What follows belongs to an exercise in optimizing a design on an open flow for small area and a short achievable clock period; a production flow would make more cautious choices. Only simulation tests tie the RTL to the original design; equivalence was not proved. The clock port is modelled as an ideal driver; clocking choices that lean on that would not hold on a real chip. Power is estimated from default activity; no workload was simulated.

==> flow/design.v <==
module registor_block(
	input clk_i,
	input rstn_i,
	input acc_en_i,
	input wr_en_i,
	input [2:0] addr_i,
	input [15:0] wdata_i,
	output [15:0] rdata_o,
	output duty_valid,
	output [9:0] duty_cycle,
	output [1:0] frequency_selection,
	output trigger_on_hit,
	output target_valid,
	output [9:0] target_value,
	output clear,
	output SW_trigger,
	input [9:0] actual_counter_value,
	input acv_valid,
	input [9:0] captured_value,
	input cap_valid,
	input tm_running
);
reg [15:0] CTRL0;
reg [15:0] PWM_MODE;
reg [15:0] CNT_TIMER_MODE0;
reg [15:0] CNT_TIMER_MODE1;
reg [3:0] valid;
wire wr = acc_en_i & wr_en_i;
wire we0 = wr & (addr_i == 3'd0);
wire we1 = wr & (addr_i == 3'd1);
wire we2 = wr & (addr_i == 3'd2);
wire we3 = wr & (addr_i == 3'd3);
always @(posedge clk_i or negedge rstn_i) begin
	if(!rstn_i)
		valid <= 4'd0;
	else
		valid <= valid | {we3, we2, we1, we0};
end
always @(posedge clk_i) begin
	if(we0) CTRL0 <= wdata_i;
	if(we1) PWM_MODE <= wdata_i;
	if(we2) CNT_TIMER_MODE0 <= wdata_i;
	if(we3) CNT_TIMER_MODE1 <= wdata_i;
end
assign duty_valid = valid[1];
assign duty_cycle = PWM_MODE[9:0];
assign frequency_selection = PWM_MODE[13:12] & {2{valid[1]}};
assign trigger_on_hit = valid[2] & (CNT_TIMER_MODE0[5:4] == 2'b01);
assign target_valid = valid[3];
assign target_value = CNT_TIMER_MODE1[9:0];
assign clear = wdata_i[0] & wr & (addr_i == 3'd5);
assign SW_trigger = wdata_i[4] & wr & (addr_i == 3'd5);
wire nrd = ~acc_en_i | wr_en_i;
wire [2:0] na = ~addr_i;
wire s0, s1, s2, s3, s4, s6;
rd_and4 u_s0(.a(na[2]), .b(na[1]), .c(na[0]), .d(valid[0]), .y(s0));
rd_and4 u_s1(.a(na[2]), .b(na[1]), .c(addr_i[0]), .d(valid[1]), .y(s1));
rd_and4 u_s2(.a(na[2]), .b(addr_i[1]), .c(na[0]), .d(valid[2]), .y(s2));
rd_and4 u_s3(.a(na[2]), .b(addr_i[1]), .c(addr_i[0]), .d(valid[3]), .y(s3));
rd_and4 u_s4(.a(addr_i[2]), .b(na[1]), .c(na[0]), .d(acv_valid), .y(s4));
rd_and3 u_s6(.a(addr_i[2]), .b(addr_i[1]), .c(na[0]), .y(s6));
wire s6c = s6 & cap_valid;
genvar i;
generate
	for (i = 0; i < 16; i = i + 1) begin : g_rd
		if (i < 10) begin : g6
			rd_bit6 u(.d0(CTRL0[i]), .s0(s0), .d1(PWM_MODE[i]), .s1(s1),
				.d2(CNT_TIMER_MODE0[i]), .s2(s2), .d3(CNT_TIMER_MODE1[i]), .s3(s3),
				.d4(actual_counter_value[i]), .s4(s4), .d5(captured_value[i]), .s5(s6c),
				.nrd(nrd), .y(rdata_o[i]));
		end else if (i == 12) begin : g5
			rd_bit5 u(.d0(CTRL0[i]), .s0(s0), .d1(PWM_MODE[i]), .s1(s1),
				.d2(CNT_TIMER_MODE0[i]), .s2(s2), .d3(CNT_TIMER_MODE1[i]), .s3(s3),
				.d4(tm_running), .s4(s6), .nrd(nrd), .y(rdata_o[i]));
		end else begin : g4
			rd_bit4 u(.d0(CTRL0[i]), .s0(s0), .d1(PWM_MODE[i]), .s1(s1),
				.d2(CNT_TIMER_MODE0[i]), .s2(s2), .d3(CNT_TIMER_MODE1[i]), .s3(s3),
				.nrd(nrd), .y(rdata_o[i]));
		end
	end
endgenerate
endmodule
module rd_and4(input a, input b, input c, input d, output y);
assign y = a & b & c & d;
endmodule
module rd_and3(input a, input b, input c, output y);
assign y = a & b & c;
endmodule
module rd_bit6(input d0, input s0, input d1, input s1, input d2, input s2,
	input d3, input s3, input d4, input s4, input d5, input s5, input nrd, output y);
wire ya = ~((d0 & s0) | (d1 & s1));
wire yb = ~((d2 & s2) | (d3 & s3));
wire yc = ~((d4 & s4) | (d5 & s5));
assign y = ~((ya & yb & yc) | nrd);
endmodule
module rd_bit5(input d0, input s0, input d1, input s1, input d2, input s2,
	input d3, input s3, input d4, input s4, input nrd, output y);
wire ya = ~((d0 & s0) | (d1 & s1));
wire yb = ~((d2 & s2) | (d3 & s3));
wire yc = ~(d4 & s4);
assign y = ~((ya & yb & yc) | nrd);
endmodule
module rd_bit4(input d0, input s0, input d1, input s1, input d2, input s2,
	input d3, input s3, input nrd, output y);
wire ya = ~((d0 & s0) | (d1 & s1));
wire yb = ~((d2 & s2) | (d3 & s3));
assign y = ~((ya & yb) | nrd);
endmodule
module PWM(
	input clk_i,
	input rstn_i,
	input acc_en_i,
	input [9:0] duty_cycle,
	input [1:0] frequency_selection,
	input duty_valid,
	input trigger_on_hit,
	input target_valid,
	input [9:0] target_value,
	input clear,
	input SW_trigger,
	output [9:0] actual_counter_value,
	output acv_valid,
	output reg [9:0] captured_value,
	output reg cap_valid,
	output reg tm_running,
	output reg pwm_out
);
function [18:0] inc19(input [18:0] a, input cin);
	integer i; reg c;
	begin
		c = cin;
		for (i = 0; i < 19; i = i + 1) begin inc19[i] = a[i] ^ c; c = a[i] & c; end
	end
endfunction
function [13:0] inc14(input [13:0] a, input cin);
	integer i; reg c;
	begin
		c = cin;
		for (i = 0; i < 14; i = i + 1) begin inc14[i] = a[i] ^ c; c = a[i] & c; end
	end
endfunction
function [14:0] add15(input [14:0] a, input [14:0] b);
	integer i; reg c;
	begin
		c = 1'b0;
		for (i = 0; i < 15; i = i + 1) begin
			add15[i] = a[i] ^ b[i] ^ c;
			c = (a[i] & b[i]) | (a[i] & c) | (b[i] & c);
		end
	end
endfunction
function [12:0] add13(input [12:0] a, input [12:0] b);
	integer i; reg c;
	begin
		c = 1'b0;
		for (i = 0; i < 13; i = i + 1) begin
			add13[i] = a[i] ^ b[i] ^ c;
			c = (a[i] & b[i]) | (a[i] & c) | (b[i] & c);
		end
	end
endfunction
function lt14(input [13:0] a, input [13:0] b, input cin);
	integer i; reg c;
	begin
		c = cin;
		for (i = 0; i < 14; i = i + 1) c = (~a[i] & b[i]) | (~a[i] & c) | (b[i] & c);
		lt14 = c;
	end
endfunction
reg [9:0]  P_lo;
reg [8:0]  P_hi;
reg        Z;
reg        R;
reg [13:0] A;
reg [14:0] B;
wire [18:0] P = {P_hi, P_lo};
wire en = acc_en_i;
wire [18:0] p_inc = inc19(P, en);
wire [18:0] p_next = (Z & en) ? 19'd0 : p_inc;
wire ge400 = P >= 19'd399999;
wire ge200 = P >= 19'd199999;
wire ge125 = P >= 19'd124999;
wire ge100 = P >= 19'd99999;
wire ge = frequency_selection[1] ? (frequency_selection[0] ? ge100 : ge125)
                                 : (frequency_selection[0] ? ge200 : ge400);
wire wrap = ~Z & ge;
wire hit_tv = Z ? (target_value == 10'd0) : (p_inc == {9'd0, target_value});
wire hit = target_valid ? hit_tv : Z;
wire [12:0] dc5 = add13({1'b0, duty_cycle, 2'b0}, {3'b0, duty_cycle});
reg [13:0] T;
always @(*) begin
	case(frequency_selection)
		2'b00: T = {duty_cycle, 4'b0};
		2'b01: T = {1'b0, duty_cycle, 3'b0};
		2'b10: T = {1'b0, dc5};
		default: T = {2'b0, duty_cycle, 2'b0};
	endcase
end
wire bz = (B == 15'd0);
wire duty_on = duty_valid & (Z ? (duty_cycle != 10'd0) : lt14(A, T, bz));
wire go = en & ~Z & duty_on;
wire ld = en & Z;
wire b_carry = (B >= 15'd23977);
wire [14:0] b_step = go ? (b_carry ? 15'd8791 : 15'd1023) : 15'd0;
wire [14:0] b_sum = add15(B, b_step);
wire [13:0] a_sum = inc14(A, go & b_carry);
assign actual_counter_value = P_lo;
assign acv_valid = ~R;
always @(posedge clk_i or negedge rstn_i) begin
	if(!rstn_i) begin
		Z <= 1'b1;
		R <= 1'b1;
		pwm_out <= 1'b0;
		cap_valid <= 1'b0;
		tm_running <= 1'b0;
	end else begin
		if(en) begin
			R <= 1'b0;
			Z <= wrap;
			pwm_out <= duty_on;
			if(clear)
				cap_valid <= 1'b0;
			else if(hit)
				cap_valid <= target_valid;
			if(SW_trigger || (trigger_on_hit && hit))
				tm_running <= 1'b1;
			else if(wrap)
				tm_running <= 1'b0;
		end
	end
end
always @(posedge clk_i) begin
	if(en & hit)
		captured_value <= target_value;
	P_lo <= p_next[9:0];
	P_hi <= p_next[18:10];
	A <= ld ? 14'd0 : a_sum;
	B <= ld ? (duty_on ? 15'd2046 : 15'd1023) : b_sum;
end
endmodule
module top(
	input clk_i,
	input rstn_i,
	input acc_en_i,
	input wr_en_i,
	input [2:0] addr_i,
	input [15:0] wdata_i,
	input input1_i,
	input input2_i,
	input input3_i,
	input input4_i,
	input input5_i,
	input input6_i,
	input input7_i,
	input input8_i,
	input input9_i,
	input input10_i,
	input input11_i,
	input input12_i,
	input input13_i,
	input input14_i,
	input input15_i,
	output [15:0] rdata_o,
	output output_o
);
	wire [9:0] duty_cycle_w;
	wire [1:0] frequency_selection_w;
	wire duty_valid_w;
	wire trigger_on_hit_w;
	wire target_valid_w;
	wire [9:0] target_value_w;
	wire clear_w;
	wire SW_trigger_w;
	wire [9:0] actual_counter_value_w;
	wire acv_valid_w;
	wire [9:0] captured_value_w;
	wire cap_valid_w;
	wire tm_running_w;
registor_block registor_block(
	.clk_i(clk_i),
	.rstn_i(rstn_i),
	.acc_en_i(acc_en_i),
	.wr_en_i(wr_en_i),
	.addr_i(addr_i),
	.wdata_i(wdata_i),
	.rdata_o(rdata_o),
	.duty_cycle(duty_cycle_w),
	.frequency_selection(frequency_selection_w),
	.duty_valid(duty_valid_w),
	.trigger_on_hit(trigger_on_hit_w),
	.target_valid(target_valid_w),
	.target_value(target_value_w),
	.clear(clear_w),
	.SW_trigger(SW_trigger_w),
	.actual_counter_value(actual_counter_value_w),
	.acv_valid(acv_valid_w),
	.captured_value(captured_value_w),
	.cap_valid(cap_valid_w),
	.tm_running(tm_running_w)
);
PWM PWM(
	.clk_i(clk_i),
	.rstn_i(rstn_i),
	.acc_en_i(acc_en_i),
	.duty_cycle(duty_cycle_w),
	.frequency_selection(frequency_selection_w),
	.duty_valid(duty_valid_w),
	.trigger_on_hit(trigger_on_hit_w),
	.target_valid(target_valid_w),
	.target_value(target_value_w),
	.clear(clear_w),
	.SW_trigger(SW_trigger_w),
	.actual_counter_value(actual_counter_value_w),
	.acv_valid(acv_valid_w),
	.captured_value(captured_value_w),
	.cap_valid(cap_valid_w),
	.tm_running(tm_running_w),
	.pwm_out(output_o)
);
endmodule
==> flow/flow/run.sh <==
#!/bin/bash
# Layout flow: the standard ORFS flow, with port buffers of a plain buffer
# cell, a clock tree without dummy loads whose lightly loaded leaf buffers get
# a smaller cell (flow/post_cts.tcl), and timing repair aimed at a larger setup
# margin using only gate sizing and pin swaps. Clock period and constraints are
# the standard flow's own.
set -euo pipefail
W=$(pwd)
export POST_CTS_TCL="$W/flow/post_cts.tcl"
export SMALL_CLKBUF_MAX_SLEW=0.095
bash standard.sh \
  "BUFFER_PORTS_ARGS=-buffer_cell sky130_fd_sc_hd__buf_2" \
  "CTS_ARGS=-sink_clustering_enable -repair_clock_nets -dont_use_dummy_load -buf_list {sky130_fd_sc_hd__clkbuf_8}" \
  "SETUP_SLACK_MARGIN=13.8" "SETUP_MOVE_SEQUENCE=sizeup,swap" \
  finish > "$W/flow_make.log" 2>&1
==> flow/flow/post_cts.tcl <==
# After CTS: a leaf clock buffer gets the smallest clock buffer cell with which
# the clock pins it drives keep a slew below SMALL_CLKBUF_MAX_SLEW (ns). A
# smaller cell fits where the larger one was placed.
set max_slew 0.095
if {[info exists ::env(SMALL_CLKBUF_MAX_SLEW)]} { set max_slew $::env(SMALL_CLKBUF_MAX_SLEW) }
set_propagated_clock [all_clocks]
foreach inst [get_cells clkbuf_*] {
  set orig [get_property $inst ref_name]
  if {$orig != "sky130_fd_sc_hd__clkbuf_8"} { continue }
  set net [get_nets -of_objects [get_pins -of_objects $inst -filter "direction==output"]]
  set loads [get_pins -of_objects $net -filter "direction==input"]
  set leaf 1
  foreach p $loads {
    if {[string match "*clkbuf*" [get_full_name $p]]} { set leaf 0 }
  }
  if {!$leaf} { continue }
  set done 0
  foreach cell {sky130_fd_sc_hd__clkbuf_2 sky130_fd_sc_hd__clkbuf_4} {
    replace_cell $inst $cell
    estimate_parasitics -placement
    set ms 0
    foreach p $loads {
      set s [get_property $p slew_max]
      if {$s > $ms} { set ms $s }
    }
    if {$ms <= $max_slew} { set done 1; break }
  }
  if {!$done} { replace_cell $inst $orig }
}
estimate_parasitics -placement
==> flow/standard.sh <==
#!/bin/bash
# synth_recipe.tcl (not shown) runs the flow's synth.tcl, then flattens the netlist and writes it again
# the make line also repeats each setting of config.mk as NAME=value (left out here)
make -C /OpenROAD-flow-scripts/flow DESIGN_CONFIG=/design/flow/config.mk WORK_HOME=/design/flow/orfs CLKGATE_MAP_FILE= SYNTH_SCRIPT=/design/flow/synth_recipe.tcl "${@:-finish}"
==> flow/config.mk <==
export PLATFORM = sky130hd
export DESIGN_NAME = top
export DESIGN_NICKNAME = top
export VERILOG_FILES = /design/flow/design.v
export SDC_FILE = /design/flow/constraint.sdc
export NUM_CORES = 4
export LEC_CHECK = 0
export CAP_MARGIN = 20
export CORE_MARGIN = 2
export CORE_UTILIZATION = 60
export CTS_BUF_LIST = sky130_fd_sc_hd__clkbuf_4 sky130_fd_sc_hd__clkbuf_8
export CTS_CLUSTER_DIAMETER = 60
export CTS_CLUSTER_SIZE = 30
export SLEW_MARGIN = 20
export SYNTH_HIERARCHICAL = 1
export SYNTH_MINIMUM_KEEP_SIZE = 0
==> flow/constraint.sdc <==
create_clock -name core_clock -period 25.0 [get_ports {clk_i}]
set_input_delay 5.0000 -clock core_clock [delete_from_list [all_inputs] [get_ports {clk_i}]]
set_output_delay 5.0000 -clock core_clock [all_outputs]
set_load 0.01 [all_outputs]
==> impl_metrics.json, run 1 <==
{
  "regArea_um2": 3410,
  "nets": 669,
  "avgRoutedWirePerCell_um": 20.1,
  "gp_congestion": 0.934,
  "pin_count": 55,
  "netlist_area_um2": 6730,
  "critPathCaptureType": "primary output",
  "cts_tree": "done",
  "timing.rr.end": "PWM.B[14]",
  "syn_inst": 550,
  "dieArea_um2": 12100,
  "r2r-start": "registor_block.PWM_MODE[0]",
  "p_clk_share_pct": 21.7,
  "wirelength_um": 14300,
  "dp_hpwl_um": 10000,
  "comb_power_share_pct": 22.6,
  "synth_edf_count": 74,
  "hold_violations": 0,
  "power.switching_uw": 141,
  "die_h_um": 110,
  "fillers": 847,
  "syn_nets": 644,
  "post_drt_via_cell_ratio": 6.25,
  "path_max_fanout": 16,
  "yosysTopAreaCellShare_pct": 33.0,
  "drtPass1Iterations": 5,
  "grt_pass1_wl_um": 22400,
  "ant_nets": 0,
  "antenna_found_initial": 0,
  "yosys.area.top_type": "edfxtp_1",
  "start_kind": "primary input",
  "p_int_uw": 351,
  "synth_top_flop_cell": "edfxtp_1",
  "start_util_pct": 61.8,
  "async_flop_share_pct": 6.87,
  "status": "no timing/DRC/antenna violations",
  "hp-class": "flop to flop",
  "timing.setup.tns_ps": 0,
  "hold_slack_ps": 463,
  "ys_seq_area_share_pct": 50.7,
  "clk_pin_slew_ps": 70,
  "mostFrequentLayoutCells": "74 x edfxtp_1, 48 x dfxtp_1, 40 x ha_1",
  "n_antenna_cell": 0,
  "powerDensity_nw_per_um2": 68.6,
  "crit_start": "addr_i[2]",
  "chipWidth_um": 110,
  "slew_headroom_pct": 48.1,
  "synth_cell_types": 65,
  "ys_ff_latch": 131,
  "vias": 4459,
  "p_seq_share_pct": 55.8,
  "setup_viol": 0,
  "regToRegSetupSlack_ps": 14390,
  "final_common_cell": "edfxtp_1",
  "cp-endpoint": "rdata_o[5]",
  "fmax_mhz": 89.7,
  "clock_skew_ps": 29.6,
  "syn_area_per_cell_um2": 12.2,
  "grt_max_degree": 45,
  "max_cap_violations": 0,
  "grt_pass1_vias": 4335,
  "multi_input_area_um2": 3030,
  "layout.cells.non_filler": 713,
  "dp.cells": 696,
  "grt_remaining_overflow": 0,
  "synthTopCellsByArea": "edfxtp_1 33%, dfxtp_1 14%, ha_1 7.4%",
  "post-route-period-util_pct": 44.6,
  "drive_gt1_share_pct": 18.5,
  "rr_worst_depth": 33,
  "ir_drop_uv": 56.6,
  "io_buffers": 39,
  "row_count": 38,
  "slew_violations": 0,
  "tightestPinTransition_ps": 779,
  "clkSinkCount": 131,
  "period_minus_slack_ps": 11150,
  "drt_drc_violations_left": 0,
  "p_leak_uw": 0.00283,
  "cp.required_ps": 20000,
  "area_growth_pct": 6.60,
  "crit_arrival_ps": 6150,
  "drt_iter0_markers": 470,
  "rsz0062_at_grt": "false",
  "track_usage_pct": 25.7,
  "insertion_delay_ps": 440,
  "ys_warn_count": 8,
  "switching_share_pct": 28.7,
  "core_area_um2": 10900,
  "path_class": "primary input to primary output"
}
## sequential cells by signal, indices dropped and copies added, names as in the netlist, 4 cells and up
register	cells
registor_block.CNT_TIMER_MODE1	16
PWM.captured_value	10
registor_block.PWM_MODE	16
PWM.B	15
registor_block.CNT_TIMER_MODE0	16
PWM.P_lo	10
registor_block.valid	4
PWM.A	14
registor_block.CTRL0	16
PWM.P_hi	9
## Yosys stat by module (local to each module, per instance), excerpt
| module | cells inside | flip-flops and latches | copies in the design |
|---|---|---|---|
| PWM | 374 | 63 | 1 |
| registor_block | 112 | 68 | 1 |
| rd_bit6 | 4 | 0 | 10 |
| rd_bit5 | 3 | 0 | 1 |
| rd_bit4 | 3 | 0 | 5 |
| rd_and4 | 1 | 0 | 5 |
| rd_and3 | 1 | 0 | 1 |
## stage by stage
step	total power (uW)	instance area (um2)	util (%)	setup WS, ps
2_1_floorplan	366	6730	-	14070
5_1_grt	526	7170	65.9	13820
6_report	492	7170	65.9	13850
3_3_place_gp	384	6880	63.2	13340
3_5_place_dp	389	6880	63.2	13350
## area by class of cell
| cell class | instances | share of cell area, % |
|---|---|---|
| Clock buffer | 17 | 2.30 |
| Inverter | 33 | 1.83 |
| Multi-Input combinational cell | 347 | 42.3 |
| Sequential cell | 131 | 47.6 |
| Tap cell | 140 | 2.44 |
| Timing Repair Buffer | 45 | 3.61 |
## synthesized netlist by cell type, types with 9 or more instances
| library cell | n |
|---|---|
| a31oi_1 | 13 |
| nand4_1 | 9 |
| inv_1 | 33 |
| and2_1 | 38 |
| fa_1 | 16 |
| nand2_1 | 21 |
| a21oi_1 | 13 |
| a22oi_1 | 41 |
| ha_1 | 40 |
| xnor2_1 | 14 |
| nand2b_1 | 10 |
| edfxtp_1 | 74 |
| nor4_1 | 11 |
| o21ai_0 | 9 |
| buf_4 | 32 |
| nor2_1 | 16 |
| dfxtp_1 | 48 |
## routing by layer
| layer | wire length (um) | global-route usage (%) |
|---|---|---|
| met5 | 0 | 0 |
| met2 | 6970 | 42.9 |
| met3 | 955 | 6.82 |
| met4 | 470 | 11.2 |
| met1 | 5940 | 31.2 |
## how the worst min path moves through the flow
stage,startpoint,endpoint,slack [ps],cells after the start
after global routing,PWM.R,PWM.R,500,2
after detailed placement,PWM.R,PWM.R,440,2
after global placement,PWM.R,PWM.R,450,2
after floorplan,registor_block.valid[0],registor_block.valid[0],420,2
final,PWM.R,PWM.R,460,2
## worst max-delay path, cell delays in order
cell and delay (ps):
buf_6 120, inv_4 70, and4_4 400, a22oi_1 130, a31oi_1 240, buf_2 180
## power groups by stage
stage | sequential [uW] | combinational, uW | clock [uW]
after global placement | 278 | 106 | 0
after global routing | 278 | 129 | 119
after floorplan | 273 | 92.9 | 0
final | 274 | 111 | 107
after detailed placement | 278 | 110 | 0
## cell families after synthesis
logic type	Yosys count	share of synthesized area, %
flops	131	50.7
fa+ha+maj	56	12.2
buf+inv	72	5.93
xor+xnor	14	1.82
mux	13	3.59
simple gates	148	12.9
compound gates	116	12.9
==> run 2: changes to the inputs <==
--- a/flow/config.mk
+++ b/flow/config.mk
@@ -9,3 +9,3 @@
 export CORE_MARGIN = 2
-export CORE_UTILIZATION = 60
+export CORE_UTILIZATION = 78
 export CTS_BUF_LIST = sky130_fd_sc_hd__clkbuf_4 sky130_fd_sc_hd__clkbuf_8
==> run 2 against run 1 <==
  * Die area is 22% lower
  * Synthesized cell count is the same
  * Clock power is essentially flat
  * Combinational power rose by 6%
  * Wire length rose by 3.8%
  * Worst setup slack lost 79 ps
  * Flip-flop and latch count did not move
  * First-iteration DRC count up 3.4%
  * Largest power group unchanged
==> impl_metrics.json, run 2 <==
{
  "synth_top_family_by_area": "simple AND/OR/NAND/NOR gates",
  "vias": 4687,
  "yosysTopAreaCellShare_pct": 33.0,
  "insertion_delay_ps": 420,
  "grt_pass1_wl_um": 24200,
  "wirelength_um": 14900,
  "drtPass1Iterations": 6,
  "timing.setup.tns_ps": 0,
  "clk_pin_slew_ps": 70,
  "p_leak_uw": 0.00282,
  "top_layer": "met4",
  "ys_seq_area_share_pct": 50.7,
  "ys_warn_count": 8,
  "n_antenna_cell": 0,
  "grt_pass1_vias": 4799,
  "fmax_mhz": 89.0,
  "path_max_fanout": 10,
  "synthTopCellsByArea": "edfxtp_1 33%, dfxtp_1 14%, ha_1 7.4%",
  "final_common_cell": "edfxtp_1",
  "powerDensity_nw_per_um2": 70.8,
  "dr_wl_met3_um": 1380,
  "period_minus_slack_ps": 11230,
  "track_usage_pct": 33.2,
  "cp.required_ps": 20000,
  "clock_skew_ps": 39.6,
  "avgRoutedWirePerCell_um": 22.0,
  "regToRegSetupSlack_ps": 14520,
  "wl_met1_um": 5570,
  "core_area_um2": 8300,
  "dp_hpwl_um": 10300,
  "dieArea_um2": 9380,
  "ir_drop_uv": 55.6,
  "hold_violations": 0,
  "syn_area_per_cell_um2": 12.2,
  "layout.cells.non_filler": 676,
  "status": "no timing/DRC/antenna violations",
  "post_drt_via_cell_ratio": 6.93,
  "gp_congestion": 0.927,
  "drt_drc_violations_left": 0,
  "rsz0062_at_grt": "true",
  "pin_count": 55,
  "slew_headroom_pct": 34.2,
  "ant_nets": 0,
  "path_class": "primary input to primary output",
  "antenna_found_initial": 0,
  "post-route-period-util_pct": 44.9,
  "synth-xor-area-share_pct": 1.82,
  "start_kind": "primary input",
  "grt_remaining_overflow": 0,
  "syn_inst": 550,
  "wl_met2_um": 7250,
  "yosys.area_share.adder_pct": 12.2,
  "synth-simple-area-share_pct": 12.9,
  "critPathCaptureType": "primary output",
  "async_flop_share_pct": 6.87,
  "start_util_pct": 81.1,
  "chipWidth_um": 96.9,
  "setup_viol": 0,
  "tightestPinTransition_ps": 988,
  "hp-class": "flop to flop",
  "synth_compound_area_share_pct": 12.9,
  "area_growth_pct": 5.21,
  "clkSinkCount": 131,
  "grt_max_degree": 45,
  "slew_violations": 0,
  "syn_nets": 644,
  "cts_tree": "done",
  "drt_iter0_markers": 486,
  "yosys.area.top_type": "edfxtp_1",
  "synth_common_cells": "74 x edfxtp_1, 48 x dfxtp_1, 41 x a22oi_1",
  "max_cap_violations": 0,
  "fillers": 436,
  "synthMostInstantiatedCell": "edfxtp_1",
  "row_count": 33,
  "synth_edf_count": 74,
  "synth_top_flop_cell": "edfxtp_1",
  "p_total_uw": 501,
  "drive_gt1_share_pct": 17.3,
  "crit_arrival_ps": 6230,
  "fin_util_pct": 85.3,
  "netlist_area_um2": 6730,
  "nets": 667,
  "io_buffers": 39,
  "synth_cell_types": 65,
  "ys_ff_latch": 131,
  "synth_mux_area_share_pct": 3.59,
  "mostFrequentLayoutCells": "74 x edfxtp_1, 48 x dfxtp_1, 40 x ha_1",
  "dp.cells": 659,
  "die_h_um": 96.9
}
run 2: cell counts after synthesis:
Identical to the previous run, type by type.
run 2: logic make-up after synthesis:
group	Yosys count
mux	13
simple gates	148
buf+inv	72
xor+xnor	14
compound gates	116
flops	131
fa+ha+maj	56
run 2: worst max-delay path: stages:
cell     delay [ps]
buf_6           120
inv_2            80
and3_1          210
and2_4          250
a22oi_2          90
a31oi_1         280
buf_2           190
run 2: path summary, 6_finish.rpt:
| check | depth (start not counted) | from | endpoint |
|---|---|---|---|
| setup / recovery | 7 | addr_i[0] | rdata_o[6] |
| hold / removal | 2 | PWM.R | PWM.R |
| setup reg to reg | 33 | registor_block.PWM_MODE[0] | PWM.B[14] |
| hold reg to reg | 2 | PWM.R | PWM.R |
| max in group asynchronous | 1 | rstn_i | PWM.R |
| min in group asynchronous | 1 | rstn_i | PWM.pwm_out |
run 2: Yosys stat by module (local to each module, per instance), excerpt:
module | flip-flops and latches | cells | copies in the design
PWM | 63 | 374 | 1
registor_block | 68 | 112 | 1
rd_bit6 | 0 | 4 | 10
rd_bit5 | 0 | 3 | 1
rd_bit4 | 0 | 3 | 5
rd_and4 | 0 | 1 | 5
rd_and3 | 0 | 1 | 1
run 2: power breakdown:
| group | internal [uW] | switching (uW) |
|---|---|---|
| combinational | 58.9 | 59.0 |
| clock | 41.8 | 66.1 |
| sequential | 252 | 23.4 |
| total | 353 | 148 |
run 2: per-stage QoR:
stage | hold WS [ps] | cell area, um2 | setup WS, ps
finish | 461 | 7080 | 13770
detailed placement | 442 | 6830 | 13380
global route | 520 | 7080 | 13770
floorplan | 424 | 6730 | 14070
global placement | 440 | 6830 | 13420
run 2: layer usage:
layer | global-route usage (%) | vias up
met5 | 2.75 | -
met2 | 54.0 | 282
met4 | 14.5 | 0
li1 | - | 2091
met1 | 41.6 | 2253
met3 | 9.39 | 61
run 2: area by class of cell:
class	count	area (um2)	share of cell area, %
inverter	33	129	1.82
timing repair buffer	43	244	3.45
clock buffer	17	166	2.35
sequential	131	3410	48.2
multi-input combinational	347	3000	42.3
tap	105	131	1.86
==> run 3: changes to the inputs <==
--- a/flow/config.mk
+++ b/flow/config.mk
@@ -9,3 +9,3 @@
 export CORE_MARGIN = 2
-export CORE_UTILIZATION = 78
+export CORE_UTILIZATION = 70
 export CTS_BUF_LIST = sky130_fd_sc_hd__clkbuf_4 sky130_fd_sc_hd__clkbuf_8
==> run 3 against run 2 <==
  * Die area is 11% higher
  * Hold slack better by 14 ps
  * Largest cell class unchanged
  * Flip-flop and latch count did not move
  * Still clean
  * Total power is 1.8% lower
  * Cell count grew 3.7%
  * Clock-buffer cell count unchanged
  * Clock power fell by 6%
  * Critical endpoint unchanged
==> impl_metrics.json, run 3 <==
{
  "async_flop_share_pct": 6.87,
  "critPathCaptureType": "primary output",
  "p_leak_uw": 0.00283,
  "gp_congestion": 0.870,
  "nets": 668,
  "syn_nets": 644,
  "layout.cells.non_filler": 701,
  "grt_remaining_overflow": 0,
  "cts_tree": "done",
  "ys_warn_count": 8,
  "dieArea_um2": 10400,
  "drtPass1Iterations": 5,
  "yosysTopAreaCellShare_pct": 33.0,
  "clkSinkCount": 131,
  "fmax_mhz": 89.5,
  "track_usage_pct": 29.3,
  "io_buffers": 39,
  "path_class": "primary input to primary output",
  "wirelength_um": 14100,
  "max_cap_violations": 0,
  "synthMostInstantiatedCell": "edfxtp_1",
  "drt_drc_violations_left": 0,
  "setup_viol": 0,
  "mostFrequentLayoutCells": "74 x edfxtp_1, 48 x dfxtp_1, 40 x ha_1",
  "dp_hpwl_um": 9940,
  "synth_edf_count": 74,
  "die_h_um": 102,
  "grt_pass1_vias": 4533,
  "post_drt_via_cell_ratio": 6.46,
  "path_max_fanout": 16,
  "synth_cell_types": 65,
  "status": "no timing/DRC/antenna violations",
  "core_area_um2": 9280,
  "yosys.area.top_type": "edfxtp_1",
  "final_common_cell": "edfxtp_1",
  "crit_arrival_ps": 6180,
  "avgRoutedWirePerCell_um": 20.1,
  "cp.required_ps": 20000,
  "synth_common_cells": "74 x edfxtp_1, 48 x dfxtp_1, 41 x a22oi_1",
  "fillers": 632,
  "slew_violations": 0,
  "dp.cells": 684,
  "synthTopCellsByArea": "edfxtp_1 33%, dfxtp_1 14%, ha_1 7.4%",
  "syn_inst": 550,
  "hp-class": "flop to flop",
  "chipWidth_um": 102,
  "drive_gt1_share_pct": 18.0,
  "synth_top_flop_cell": "edfxtp_1",
  "netlist_area_um2": 6730,
  "antenna_found_initial": 0,
  "ant_nets": 0,
  "hold_violations": 0,
  "ys_seq_area_share_pct": 50.7,
  "post-route-period-util_pct": 44.7,
  "area_growth_pct": 5.97,
  "ys_ff_latch": 131,
  "rsz0062_at_grt": "true",
  "tightestPinTransition_ps": 960,
  "clk_pin_slew_ps": 80,
  "start_util_pct": 72.5,
  "pin_count": 55,
  "grt_pass1_wl_um": 22600,
  "vias": 4525,
  "drt_iter0_markers": 450,
  "grt_max_degree": 25,
  "start_kind": "primary input",
  "ir_drop_uv": 48.1,
  "insertion_delay_ps": 410,
  "n_antenna_cell": 0,
  "period_minus_slack_ps": 11180,
  "syn_area_per_cell_um2": 12.2,
  "timing.setup.tns_ps": 0,
  "row_count": 35,
  "clock_skew_ps": 32.2,
  "slew_headroom_pct": 36.0,
  "powerDensity_nw_per_um2": 69.1
}
run 3: cell counts after synthesis:
No cell type changed its count.
run 3: power by group:
part	switching (uW)	total, uW	internal (uW)
Combinational	56.7	115	58.3
Sequential	23.5	276	252
Clock	62.7	102	39.3
Total	143	492	350
run 3: layer usage:
metal | GRT usage, % | share of wire (%) | vias up
li1 | - | - | 2094
met1 | 38.4 | 41 | 2227
met2 | 48.2 | 51 | 181
met3 | 6.77 | 5.9 | 23
met4 | 11.0 | 2.2 | 0
met5 | 0 | 0 | -
run 3: worst paths after layout:
| path | startpoint | to | slack [ps] | depth (start not counted) |
|---|---|---|---|---|
| setup / recovery | addr_i[2] | rdata_o[6] | 13820 | 6 |
| hold / removal | registor_block.valid[0] | registor_block.valid[0] | 470 | 2 |
| setup reg to reg | registor_block.PWM_MODE[0] | PWM.B[14] | 14370 | 33 |
| hold reg to reg | registor_block.valid[0] | registor_block.valid[0] | 470 | 2 |
| max in group asynchronous | rstn_i | PWM.R | 20290 | 1 |
| min in group asynchronous | rstn_i | registor_block.valid[3] | 4450 | 1 |
run 3: stage by stage:
step | setup WS, ps | area, um2 | utilization, % | power, uW | hold slack (ps)
finish | 13820 | 7130 | 76.8 | 492 | 475
global route | 13790 | 7130 | 76.8 | 523 | 496
detailed placement | 13380 | 6870 | 74.0 | 391 | 444
global placement | 13390 | 6860 | 73.8 | 382 | 440
floorplan | 14070 | 6730 | - | 366 | 424
run 3: layout make-up:
cell class              count  area (um2)  share of cell area (%)
clock buffers              17         156                    2.19
inverters                  33         131                    1.84
multi-input cells         347        3010                    42.3
flip-flops and latches    131        3410                    47.8
well taps                 129         161                    2.26
repair buffers             44         255                    3.58
run 3: worst max-delay path: stages:
cell     delay (ps)
buf_4           160
inv_4            80
and4_4          370
a22oi_1         140
a31oi_1         250
buf_2           180
run 3: cell families after synthesis:
logic type / after synthesis / synth area share [%]
simple gates: 148 / 12.9
flops: 131 / 50.7
compound gates: 116 / 12.9
buf+inv: 72 / 5.93
fa+ha+maj: 56 / 12.2
xor+xnor: 14 / 1.82
mux: 13 / 3.59
run 3: modules after synthesis (local to each module, per instance), a selection:
module	cells inside	times used	flip-flops and latches
rd_bit4	3	5	0
rd_bit5	3	1	0
registor_block	112	1	68
rd_and3	1	1	0
PWM	374	1	63
rd_and4	1	5	0
rd_bit6	4	10	0

==> re-timing with driven ports <==
How much do the figures lean on ideal ports? The routed layouts below were timed once more, with nothing changed but the port constraints. Step 1 assumes that a clkbuf_16 drives the clock port and a buf_2 every other input. Step 2 also shifts input and output timing later by t, the mid clock arrival at the registers, as if the neighbouring blocks saw the same clock. Slacks: no drivers / after step 1 / after step 2; pairs: no drivers / after step 1.
run	t, ns	setup slack, ns	clock arrival spread, ns
run 1	0.454	13.847 / 13.802 / 13.705	0.034 / 0.034
run 2	0.435	13.767 / 13.721 / 13.721	0.040 / 0.040
run 3	0.427	13.823 / 13.792 / 13.730	0.032 / 0.032
After both steps every run listed still meets setup and hold. For run 1, which loses most, drivers alone change the setup slack by -0.045 ns; drivers and shift together by -0.142 ns.
